Source: an optimization exercise on an open RTL-to-GDS flow (aim: small area and a short achievable clock period). Production flows keep margins and buffers that such runs may drop. Only simulation tests tie the RTL to the original design; equivalence was not proved.

## flow/design.v (module list and top-level ports; edited modules follow where they fit)
// module DF_Fir_Tree: 868 lines
// module fir_fa: 6 lines
// module fir_ha: 6 lines
module DF_Fir_Tree (clk, clk_enable, reset, filter_in, filter_out);
  // ...
==> flow/flow/run.sh <==
#!/bin/bash
# Standard ORFS layout with two changes to how it is optimised:
#  - port buffers use buf_2 instead of the resizer's default pick;
#  - repair_timing aims for extra setup slack on the worst endpoints.
# Everything else (synthesis, floorplan, CTS, routing) is the standard.sh.
set -euo pipefail
bash standard.sh \
  "BUFFER_PORTS_ARGS=-buffer_cell sky130_fd_sc_hd__buf_2" \
  SETUP_SLACK_MARGIN=8.9 \
  TNS_END_PERCENT=10 \
  finish > standard_make.log 2>&1
==> flow/standard.sh <==
#!/bin/bash
# synth_recipe.tcl (not shown) runs the flow's synth.tcl, then flattens the netlist and writes it again
# the make line also repeats each setting of config.mk as NAME=value (left out here)
make -C /OpenROAD-flow-scripts/flow DESIGN_CONFIG=/design/flow/config.mk WORK_HOME=/design/flow/orfs CLKGATE_MAP_FILE= SYNTH_SCRIPT=/design/flow/synth_recipe.tcl "${@:-finish}"
==> flow/config.mk <==
export PLATFORM = sky130hd
export DESIGN_NAME = DF_Fir_Tree
export DESIGN_NICKNAME = DF_Fir_Tree
export VERILOG_FILES = /design/flow/design.v
export SDC_FILE = /design/flow/constraint.sdc
export NUM_CORES = 4
export LEC_CHECK = 0
export CAP_MARGIN = 20
export CORE_MARGIN = 2
export CORE_UTILIZATION = 60
export CTS_CLUSTER_DIAMETER = 100
export CTS_CLUSTER_SIZE = 20
export PLACE_DENSITY = 0.72
export SLEW_MARGIN = 20
export SYNTH_HIERARCHICAL = 1
export SYNTH_MINIMUM_KEEP_SIZE = 0
==> flow/constraint.sdc <==
create_clock -name core_clock -period 13.0 [get_ports {clk}]
set_input_delay 2.6000 -clock core_clock [delete_from_list [all_inputs] [get_ports {clk}]]
set_output_delay 2.6000 -clock core_clock [all_outputs]
set_load 0.01 [all_outputs]
==> flow_metrics.py, run 1 <==
metrics = {
    "status": {
        "outcome": "finished clean",
    },
    "routing": {
        "routed.top_layer": "met4",
        "first_pass_iters": 5,
        "drtIter0Drc": 997,
        "wl_met3_um": 4440,
    },
    "sta": {
        "timing.fmax_mhz": 238.3,
        "min_period_ns": 4.197,
        "tns_ns": 0,
        "setup_viol": 0,
        "fin_skew_ns": 0.02664,
    },
    "yosys": {
        "synthTopCellsByCount": "fa_1, dfrtp_1, inv_1",
        "ys.flop_type": "dfrtp_1",
    },
    "critical_path": {
        "cp_common_cell": "fa_1",
        "rr_worst_depth": 10,
        "slowest_delay_ns": 0.60,
        "cp.depth": 10,
    },
    "layout": {
        "final-nonclk-buf-share": 0.05580,
        "utilization": 0.6932,
        "seqCellArea_mm2": 0.006628,
    },
    "grt": {
        "gr-usage-met3": 0.06633,
    },
    "placement": {
        "place_inst": 2100,
        "io_buffers": 51,
    },
    "clocking": {
        "cts_inserted_buffers": 17,
        "clk_pin_slew_worst_paths_ns": 0.09,
    },
}
==> run 2: changes to the inputs <==
--- a/flow/config.mk
+++ b/flow/config.mk
@@ -7,10 +7,11 @@
 export LEC_CHECK = 0
 export CAP_MARGIN = 20
 export CORE_MARGIN = 2
-export CORE_UTILIZATION = 60
-export CTS_CLUSTER_DIAMETER = 100
-export CTS_CLUSTER_SIZE = 20
-export PLACE_DENSITY = 0.72
+export CORE_UTILIZATION = 40
+export CTS_BUF_LIST = sky130_fd_sc_hd__clkbuf_8
+export CTS_CLUSTER_DIAMETER = 80
+export CTS_CLUSTER_SIZE = 15
+export PLACE_DENSITY = 0.6
 export SLEW_MARGIN = 20
 export SYNTH_HIERARCHICAL = 1
 export SYNTH_MINIMUM_KEEP_SIZE = 0
==> flow_metrics.py, run 2 <==
metrics = {
    "yosys": {
        "yosys.area.top_type": "fa_1",
        "yosysUniqueCellTypes": 55,
        "yosys.area_share.simple": 0.04191,
        "ys.flop_type": "dfrtp_1",
        "synth.net_count": 2129,
        "yosysSeqAreaShare": 0.3054,
        "synth_xor_area_frac": 0.01895,
        "synth.top_cells.by_area": "fa_1, dfrtp_1, mux2_2, ha_1, inv_1",
        "synth_compound_area_frac": 0.06681,
        "syn-instance-count": 1627,
        "yosysWarnings": 7,
        "avgSynthCellArea_um2": 13.06,
        "synth_top_family_by_area": "adder cells",
        "ys_ff_latch": 258,
        "yosysMostFrequentCell": "fa_1",
        "yosysTopAreaCellShare": 0.3852,
        "synthAdderAreaFrac": 0.4288,
        "ys_async_sr_fraction": 1.000,
        "synthTopCellsByCount": "fa_1, dfrtp_1, inv_1",
        "synth_area_mm2": 0.02126,
        "synth_edf_count": 0,
        "muxShareOfSynthArea": 0.09524,
    },
    "routing": {
        "route.detailed.drc": 0,
        "routed.top_layer": "met4",
        "wl_met2_um": 27560,
        "detail-route-antenna-nets": 0,
        "post_drt_wl_per_cell_um": 23.04,
        "first_pass_iters": 4,
        "routed_wl_um": 57170,
        "wl_met3_um": 2993,
        "wl_met1_um": 24730,
        "viasPerCell": 5.291,
        "num_vias": 13130,
        "drtIter0Drc": 938,
    },
    "hold_path": {
        "min-delay-path-class": "flip-flop to flip-flop",
        "whs_path_depth": 1,
        "hp-start": "d2[5]",
        "hold_end": "d3[5]",
    },
    "floorplan": {
        "core_area_mm2": 0.05255,
        "dieHeight_um": 234.5,
        "row_count": 84,
        "die_w_um": 234.5,
        "initial_core_util": 0.4045,
        "io_pins": 52,
        "die_area_mm2": 0.05500,
    },
    "sta": {
        "tightest_slew_ns": 1.028,
        "timing.fmax_mhz": 238.1,
        "rsz0062_at_grt": "yes",
        "tns_ns": 0,
        "final_hold_viol_count": 0,
        "period_share": 0.3231,
        "fin_skew_ns": 0.04657,
        "min_period_ns": 4.200,
        "slew_headroom": 0.3145,
        "setup_viol": 0,
        "drv_slew": 0,
    },
    "critical_path": {
        "slowest_stage": "dfrtp_4",
        "critical-path-top-delay-family": "adder cells",
        "crit_path_start_kind": "flip-flop",
        "r2r-start": "d3[5]",
        "endpoint_kind": "flip-flop",
        "criticalPathCategory": "flip-flop to flip-flop",
        "cp.required_ns": 13.56,
        "cp.arrival_ns": 4.76,
        "r2r-end": "Rc[19]",
        "crit_path_start": "d3[5]",
        "rrSetupSlack_ns": 8.80,
        "slowest_delay_ns": 0.56,
        "path_cells": "buf_4, fa_1, inv_1, fa_1, inv_1, fa_1, inv_1, fa_1, fa_1, inv_1, fa_1, mux2_2",
        "cp_max_fo": 5,
        "cp_num_buf_inv": 5,
        "rr_worst_depth": 12,
        "cp_common_cell": "fa_1",
    },
    "layout": {
        "fill_cells": 4777,
        "top_register": "output_register",
        "area_delta_synth_final_pct": 13.47,
        "largest_reg_flops": 33,
        "diodes": 0,
        "drive_above_1_share": 0.3079,
        "final_common_cell": "fa_1",
        "largestRegisters": "output_register (33), Rc (32), Rs (31)",
        "design.final.nets": 2278,
        "layout_common_cells": "fa_1, inv_1, mux2_2, dfrtp_1, buf_4",
    },
    "grt": {
        "grt.total_usage": 0.2176,
        "grt_max_degree": 210,
        "grt_pass1_vias": 14450,
        "gr-total-overflow": 0,
        "grt_first_pass_wirelength_um": 88500,
        "antenna_found_initial": 0,
    },
    "clocking": {
        "root_buffer": "clkbuf_8",
        "ctsLongestPathBuffers": 3,
        "tritoncts": "built",
        "cts_inserted_buffers": 24,
        "cts_max_level": 1,
        "clk_latency_ns": 0.64,
        "clkSinkCount": 258,
        "clk_pin_slew_worst_paths_ns": 0.11,
    },
    "status": {
        "outcome": "finished clean",
    },
    "job": {
        "max-cap-violations": 0,
    },
    "placement": {
        "gp_congestion": 0.9586,
        "dpl.hpwl_um": 41140,
        "io_buffers": 51,
    },
}
-- run 2: cell count changes in the layout (fill, tap and decap cells not counted), sizes merged --
| cell | previous run | this run |
|---|---|---|
| bufinv | 0 | 1 |
| clkinv | 1 | 4 |
| buf | 183 | 163 |
| inv | 202 | 213 |
| diode | 1 | 0 |
| clkbuf | 27 | 24 |
-- run 2: worst reg2reg max path, delay by kind of cell (launching register included) --
family / cells / cell delay [ns]
DFF: 1 / 0.56
muxes: 1 / 0.27
adders and majority gates: 6 / 2.93
buffers and inverters: 5 / 0.38
-- run 2: kinds of logic after synthesis --
group,count (synthesis)
adders and majority gates,483
DFF,258
buffers and inverters,243
AOI/OAI and AO/OA,226
and+or+nand+nor,191
muxes,180
xor gates and xnor gates,46
-- run 2: per-stage QoR --
step | setup WS (ns) | instance area (um^2) | utilization | hold WS, ns | std cells
detailed placement | 8.366 | 22330 | 0.4249 | 0.4767 | 2335
CTS | 8.824 | 23670 | 0.4505 | 0.4816 | 2445
floorplan | 7.023 | 21260 | - | 0.4492 | 1627
global route | 8.720 | 24120 | 0.4590 | 0.5170 | 2481
global placement | 8.424 | 22330 | 0.4249 | 0.4613 | 2335
finish | 8.800 | 24120 | 0.4590 | 0.4947 | 2481
-- run 2: Yosys stat by module (local to each module, per instance) --
module | cells | flip-flops and latches | times used
DF_Fir_Tree | 1221 | 258 | 1
fir_fa | 1 | 0 | 406
-- run 2: area by class of cell --
type / count / area (um^2) / share of cell area
inverter: 203 / 765.7 / 0.03175
sequential: 258 / 6645 / 0.2755
multi-input combinational: 1126 / 14150 / 0.5868
clock inverter: 19 / 142.6 / 0.005914
timing repair buffer: 163 / 1222 / 0.05068
tap: 688 / 860.8 / 0.03569
clock buffer: 24 / 330.3 / 0.01370
-- run 2: metal layers --
metal	vias to the layer above	GRT usage
met3	97	0.03210
met4	0	0.06761
met1	7043	0.2974
li1	5623	-
met2	363	0.3599
met5	-	0
-- run 2: worst max-delay path by stage --
stage / to / slack, ns / cells past startpoint
CTS: Rc[19] / 8.82 / 12
detailed placement: output_register[27] / 8.37 / 12
global placement: output_register[27] / 8.42 / 14
finish: Rc[19] / 8.80 / 12
global route: Rc[22] / 8.72 / 11
floorplan: Rc[0] / 7.02 / 1
-- run 2: timing repair --
action | in CTS | in global routing
hold buffers | 0 | 0
setup buffers | 67 | 36
resized for setup | 143 | 41
setup endpoints to repair | 33 | 36
pin swaps | 21 | 41
==> run 3: changes to the inputs <==
--- a/flow/flow/run.sh
+++ b/flow/flow/run.sh
@@ -5,7 +5,7 @@
 # Everything else (synthesis, floorplan, CTS, routing) is the standard.sh.
 set -euo pipefail
 bash standard.sh \
-  "BUFFER_PORTS_ARGS=-buffer_cell sky130_fd_sc_hd__buf_2" \
+  "BUFFER_PORTS_ARGS=-buffer_cell sky130_fd_sc_hd__buf_1" \
   SETUP_SLACK_MARGIN=8.9 \
   TNS_END_PERCENT=10 \
   finish > standard_make.log 2>&1
==> flow_metrics.py, run 3 <==
metrics = {
    "layout": {
        "diodes": 0,
        "top_register": "output_register",
        "layout_common_cells": "fa_1, inv_1, mux2_2, dfrtp_1",
        "fill_cells": 4794,
        "largest_reg_flops": 33,
        "largestRegisters": "output_register (33), Rc (32), Rs (31)",
        "final_common_cell": "fa_1",
        "fin_area_mm2": 0.02385,
        "design.final.nets": 2250,
        "area_delta_synth_final_pct": 12.22,
        "drive_above_1_share": 0.2678,
        "utilization": 0.4539,
    },
    "critical_path": {
        "cp_common_cell": "fa_2",
        "cp_max_fo": 4,
        "criticalPathCategory": "flip-flop to flip-flop",
        "slowest_delay_ns": 0.55,
        "critical-path-top-delay-family": "adder cells",
        "cp.required_ns": 13.55,
        "cp_num_buf_inv": 2,
        "path_cells": "buf_6, fa_1, fa_2, fa_2, fa_2, fa_2, fa_2, inv_1, fa_1, nand2_1, o21ai_1",
        "endpoint_kind": "flip-flop",
        "slowest_stage": "dfrtp_4",
        "crit_path_start_kind": "flip-flop",
        "cp.arrival_ns": 4.77,
    },
    "routing": {
        "route.detailed.drc": 0,
        "wl_met1_um": 24460,
        "first_pass_iters": 5,
        "drtIter0Drc": 836,
        "routed_wl_um": 55650,
        "post_drt_wl_per_cell_um": 22.68,
        "routed.top_layer": "met4",
        "detail-route-antenna-nets": 0,
        "wl_met3_um": 2290,
        "viasPerCell": 5.244,
        "num_vias": 12870,
        "wl_met2_um": 27630,
    },
    "clocking": {
        "cts_inserted_buffers": 24,
        "cts_hold_buf": 0,
        "clk_latency_ns": 0.62,
        "root_buffer": "clkbuf_8",
        "clkSinkCount": 258,
        "clk_pin_slew_worst_paths_ns": 0.10,
        "cts_max_level": 1,
        "ctsLongestPathBuffers": 3,
        "tritoncts": "built",
    },
    "yosys": {
        "synth_area_mm2": 0.02126,
        "ys_ff_latch": 258,
        "ys.flop_type": "dfrtp_1",
        "avgSynthCellArea_um2": 13.06,
        "ys_async_sr_fraction": 1.000,
        "yosysTopAreaCellShare": 0.3852,
        "yosys.area.top_type": "fa_1",
        "syn-instance-count": 1627,
        "synthTopCellsByCount": "fa_1, dfrtp_1, inv_1",
        "yosysMostFrequentCell": "fa_1",
        "synth.net_count": 2129,
        "yosysWarnings": 7,
        "yosysSeqAreaShare": 0.3054,
        "synth.top_cells.by_area": "fa_1, dfrtp_1, mux2_2, ha_1, inv_1",
        "synth_edf_count": 0,
        "yosysUniqueCellTypes": 55,
    },
    "floorplan": {
        "initial_core_util": 0.4045,
        "die_w_um": 234.5,
        "dieHeight_um": 234.5,
        "die_area_mm2": 0.05500,
        "row_count": 84,
        "core_area_mm2": 0.05255,
        "io_pins": 52,
    },
    "grt": {
        "grt_max_degree": 166,
        "grt_first_pass_wirelength_um": 87620,
        "grt_pass1_vias": 14280,
        "gr-total-overflow": 0,
        "antenna_found_initial": 0,
        "grt.total_usage": 0.2142,
    },
    "status": {
        "outcome": "finished clean",
    },
    "placement": {
        "gp_congestion": 0.9417,
        "place_area_mm2": 0.02225,
        "io_buffers": 51,
        "dpl.hpwl_um": 40180,
    },
    "sta": {
        "period_share": 0.3253,
        "tightest_slew_ns": 0.9735,
        "tns_ns": 0,
        "final_hold_viol_count": 0,
        "fin_skew_ns": 0.04370,
        "setup_viol": 0,
        "slew_headroom": 0.3510,
        "drv_slew": 0,
        "timing.fmax_mhz": 236.5,
        "fin_hold_ws_ns": 0.4891,
        "rsz0062_at_grt": "yes",
        "min_period_ns": 4.229,
    },
    "job": {
        "max-cap-violations": 0,
    },
    "hold_path": {
        "min-delay-path-class": "flip-flop to flip-flop",
    },
}
## run 3: cell counts after synthesis
Identical to the previous run, type by type.
## run 3: metrics by stage
step,worst slack (ns),cells
after detailed placement,7.963,2335
final,8.771,2454
after global placement,8.013,2335
after floorplan,7.023,1627
after CTS,8.742,2451
after global routing,8.663,2454
## run 3: worst reg2reg max path, cell delays in order (launching register included)
cell	delay [ns]
dfrtp_4	0.55
buf_6	0.16
fa_1	0.50
fa_2	0.37
fa_2	0.54
fa_2	0.44
fa_2	0.36
fa_2	0.53
inv_1	0.05
fa_1	0.48
nand2_1	0.06
o21ai_1	0.11
## run 3: timing repair
action	in CTS	in global routing
setup endpoints to repair	177	33
gates resized for setup	180	8
pin swaps	33	10
buffers inserted	72	3
endpoints found under the hold margin	0	0
## run 3: layout make-up
| type | instances | area (um^2) | share of cell area |
|---|---|---|---|
| Tap cell | 688 | 860.8 | 0.03609 |
| Sequential cell | 258 | 6641 | 0.2784 |
| Inverter | 203 | 765.7 | 0.03210 |
| Clock inverter | 16 | 122.6 | 0.005141 |
| Timing Repair Buffer | 135 | 927.1 | 0.03887 |
| Clock buffer | 28 | 385.4 | 0.01616 |
| Multi-Input combinational cell | 1126 | 14150 | 0.5932 |
## run 3: per-module statistics from Yosys, one instance, submodules excluded
| module | flops+latches | copies in the design |
|---|---|---|
| DF_Fir_Tree | 258 | 1 |
| fir_fa | 0 | 406 |
## run 3: path summary, 6_finish.rpt
check	start	end	slack [ns]	depth (start not counted)
setup / recovery	pb[12]	Rc[20]	8.77	11
hold / removal	d2[2]	d3[2]	0.49	1
setup reg to reg	pb[12]	Rc[20]	8.77	11
hold reg to reg	d2[2]	d3[2]	0.49	1
max in group asynchronous	reset	d3[11]	9.37	3
min in group asynchronous	reset	output_register[11]	2.12	2
## run 3: per-layer routing
| metal | track usage | vias up |
|---|---|---|
| li1 | - | 5581 |
| met1 | 0.2959 | 6939 |
| met2 | 0.3628 | 272 |
| met3 | 0.02604 | 76 |
| met4 | 0.04933 | 0 |
| met5 | 0 | - |
## run 3: cell families (layout without fill, tap and decap cells)
logic type	after synthesis	in the layout	synth area share
flip-flops	258	258	0.3054
adder cells (fa/ha/maj)	483	483	0.4288
XOR/XNOR	46	46	0.01895
buffers and inverters	243	382	0.04291
AND/OR/NAND/NOR	191	191	0.04191
AO/OA/AOI/OAI	226	226	0.06681
multiplexers	180	180	0.09524
==> run 4: changes to the inputs <==
--- a/flow/flow/run.sh
+++ b/flow/flow/run.sh
@@ -1,6 +1,6 @@
 #!/bin/bash
 # Standard ORFS layout with two changes to how it is optimised:
-#  - port buffers use buf_2 instead of the resizer's default pick;
+#  - port buffers use buf_1 instead of the resizer's default pick;
 #  - repair_timing aims for extra setup slack on the worst endpoints.
 # Everything else (synthesis, floorplan, CTS, routing) is the standard.sh.
 set -euo pipefail
==> flow_metrics.py, run 4 <==
metrics = {
    "status": {
        "outcome": "finished clean",
    },
    "sta": {
        "final_hold_viol_count": 0,
        "rsz0062_at_grt": "yes",
        "tns_ns": 0,
        "worst_slack_ns": 8.771,
        "slew_headroom": 0.3510,
        "tightest_slew_ns": 0.9735,
        "fin_skew_ns": 0.04370,
        "min_period_ns": 4.229,
        "period_share": 0.3253,
        "setup_viol": 0,
        "fin_hold_ws_ns": 0.4891,
        "timing.fmax_mhz": 236.5,
        "drv_slew": 0,
    },
    "routing": {
        "post_drt_wl_per_cell_um": 22.68,
        "num_vias": 12870,
        "drtIter0Drc": 836,
        "routed_wl_um": 55650,
        "route.detailed.drc": 0,
        "viasPerCell": 5.244,
        "first_pass_iters": 5,
        "detail-route-antenna-nets": 0,
    },
    "yosys": {
        "avgSynthCellArea_um2": 13.06,
        "synth_area_mm2": 0.02126,
        "synth.net_count": 2129,
        "ys_ff_latch": 258,
        "yosysSeqAreaShare": 0.3054,
        "ys.flop_type": "dfrtp_1",
        "synthTopCellsByCount": "fa_1, dfrtp_1, inv_1",
        "yosysMostFrequentCell": "fa_1",
        "ys_async_sr_fraction": 1.000,
        "synth_edf_count": 0,
        "yosysUniqueCellTypes": 55,
        "yosys.area.top_type": "fa_1",
        "synth.top_cells.by_area": "fa_1, dfrtp_1, mux2_2, ha_1, inv_1",
        "yosysTopAreaCellShare": 0.3852,
        "syn-instance-count": 1627,
        "yosysWarnings": 7,
    },
    "floorplan": {
        "row_count": 84,
        "initial_core_util": 0.4045,
        "die_area_mm2": 0.05500,
        "io_pins": 52,
        "die_w_um": 234.5,
        "dieHeight_um": 234.5,
        "core_area_mm2": 0.05255,
    },
    "layout": {
        "final_common_cell": "fa_1",
        "layout_common_cells": "fa_1, inv_1, mux2_2, dfrtp_1",
        "diodes": 0,
        "design.final.nets": 2250,
        "largestRegisters": "output_register (33), Rc (32), Rs (31)",
        "drive_above_1_share": 0.2678,
        "area_delta_synth_final_pct": 12.22,
        "largest_reg_flops": 33,
        "top_register": "output_register",
    },
    "clocking": {
        "root_buffer": "clkbuf_8",
        "ctsLongestPathBuffers": 3,
        "cts_max_level": 1,
        "clk_latency_ns": 0.62,
        "cts_inserted_buffers": 24,
        "clk_pin_slew_worst_paths_ns": 0.10,
        "tritoncts": "built",
        "clkSinkCount": 258,
    },
    "grt": {
        "gr-total-overflow": 0,
        "grt_first_pass_wirelength_um": 87620,
        "grt_max_degree": 166,
        "grt.total_usage": 0.2142,
        "grt_pass1_vias": 14280,
        "antenna_found_initial": 0,
    },
    "placement": {
        "io_buffers": 51,
        "post-place-ws_ns": 7.963,
        "gp_congestion": 0.9417,
        "dpl.hpwl_um": 40180,
    },
    "critical_path": {
        "cp.required_ns": 13.55,
        "crit_path_start_kind": "flip-flop",
        "criticalPathCategory": "flip-flop to flip-flop",
        "cp_max_fo": 4,
        "rrSetupSlack_ns": 8.77,
        "slowest_stage": "dfrtp_4",
        "cp_common_cell": "fa_2",
        "path_cells": "buf_6, fa_1, fa_2, fa_2, fa_2, fa_2, fa_2, inv_1, fa_1, nand2_1, o21ai_1",
        "endpoint_kind": "flip-flop",
        "slowest_delay_ns": 0.55,
        "cp.arrival_ns": 4.77,
    },
    "hold_path": {
        "min-delay-path-class": "flip-flop to flip-flop",
    },
    "job": {
        "max-cap-violations": 0,
    },
}
-- run 4: cell counts after synthesis --
Identical to the previous run, type by type.
-- run 4: final timing paths --
path	startpoint	to	depth (start not counted)
worst max-delay path	pb[12]	Rc[20]	11
max in group asynchronous	reset	d3[11]	3
worst min register to register	d2[2]	d3[2]	1
worst min-delay path	d2[2]	d3[2]	1
worst max register to register	pb[12]	Rc[20]	11
min in group asynchronous	reset	output_register[11]	2
-- run 4: area by class of cell --
cell class,instances,area [um^2]
clock buffer,28,385.4
clock inverter,16,122.6
fill,4794,28700
inverter,203,765.7
multi-input combinational,1126,14150
sequential,258,6641
tap,688,860.8
timing repair buffer,135,927.1
-- run 4: metal layers --
metal  vias to the layer above  GRT usage  share of wire
met5                         -          0              0
met4                         0    0.04933          0.023
met3                        76    0.02604          0.041
met2                       272     0.3628           0.50
met1                      6939     0.2959           0.44
li1                       5581          -              -
-- run 4: through the flow --
step	utilization	instances	instance area [um^2]
6_report	0.4539	2454	23850
5_1_grt	0.4539	2454	23850
4_1_cts	0.4531	2451	23810
3_3_place_gp	0.4233	2335	22250
2_1_floorplan	-	1627	21260
3_5_place_dp	0.4233	2335	22250
-- run 4: cells by family (layout without fill, tap and decap cells) --
logic type      count (synthesis)  count (layout)  synth area share
compound gates                226             226           0.06681
xor+xnor                       46              46           0.01895
fa+ha+maj                     483             483            0.4288
buf+inv                       243             382           0.04291
flops                         258             258            0.3054
mux                           180             180           0.09524
simple gates                  191             191           0.04191
-- run 4: Yosys stat by module, one instance, submodules excluded --
module / times used / cells / area [um^2]
fir_fa: 406 / 1 / 20.02
DF_Fir_Tree: 1 / 1221 / 13130
-- run 4: worst max-delay path: cells and delay by family, from the launching register on --
family,cells,cell delay (ns)
flops,1,0.55
simple gates,1,0.06
fa+ha+maj,7,3.22
buf+inv,2,0.20
compound gates,1,0.11
-- run 4: repair_timing --
action,in CTS,in global routing
cloned,0,0
pin swaps,33,10
endpoints found under the setup margin,177,33
resized for setup,180,8
buffers inserted,72,3
hold buffers,0,0

re-timing with driven ports:
No port has a modelled driver above. Below, the same layouts with a new extraction and two added sets of constraints.
Step 1 assumes that a clkbuf_16 drives the clock port and a buf_2 every other input.
Step 2 also shifts input and output timing later by t, the mid clock arrival at the registers, as if the neighbouring blocks saw the same clock.
Slacks: ideal / step 1 / step 2; pairs: ideal / step 1.
| run | t, ns | slack for setup (ns) | cell pins on the clock port's net |
|---|---|---|---|
| run 1 | 0.569 | 8.803 / 8.803 / 8.355 | 1 |
| run 2 | 0.670 | 8.800 / 8.800 / 8.542 | 1 |
| run 3 | 0.657 | 8.771 / 8.771 / 8.518 | 1 |
| run 4 | 0.657 | 8.771 / 8.771 / 8.518 | 1 |
After both steps every run listed still meets setup and hold. For run 1, which loses most, drivers alone change the setup slack by 0.000 ns; drivers and shift together by -0.448 ns.
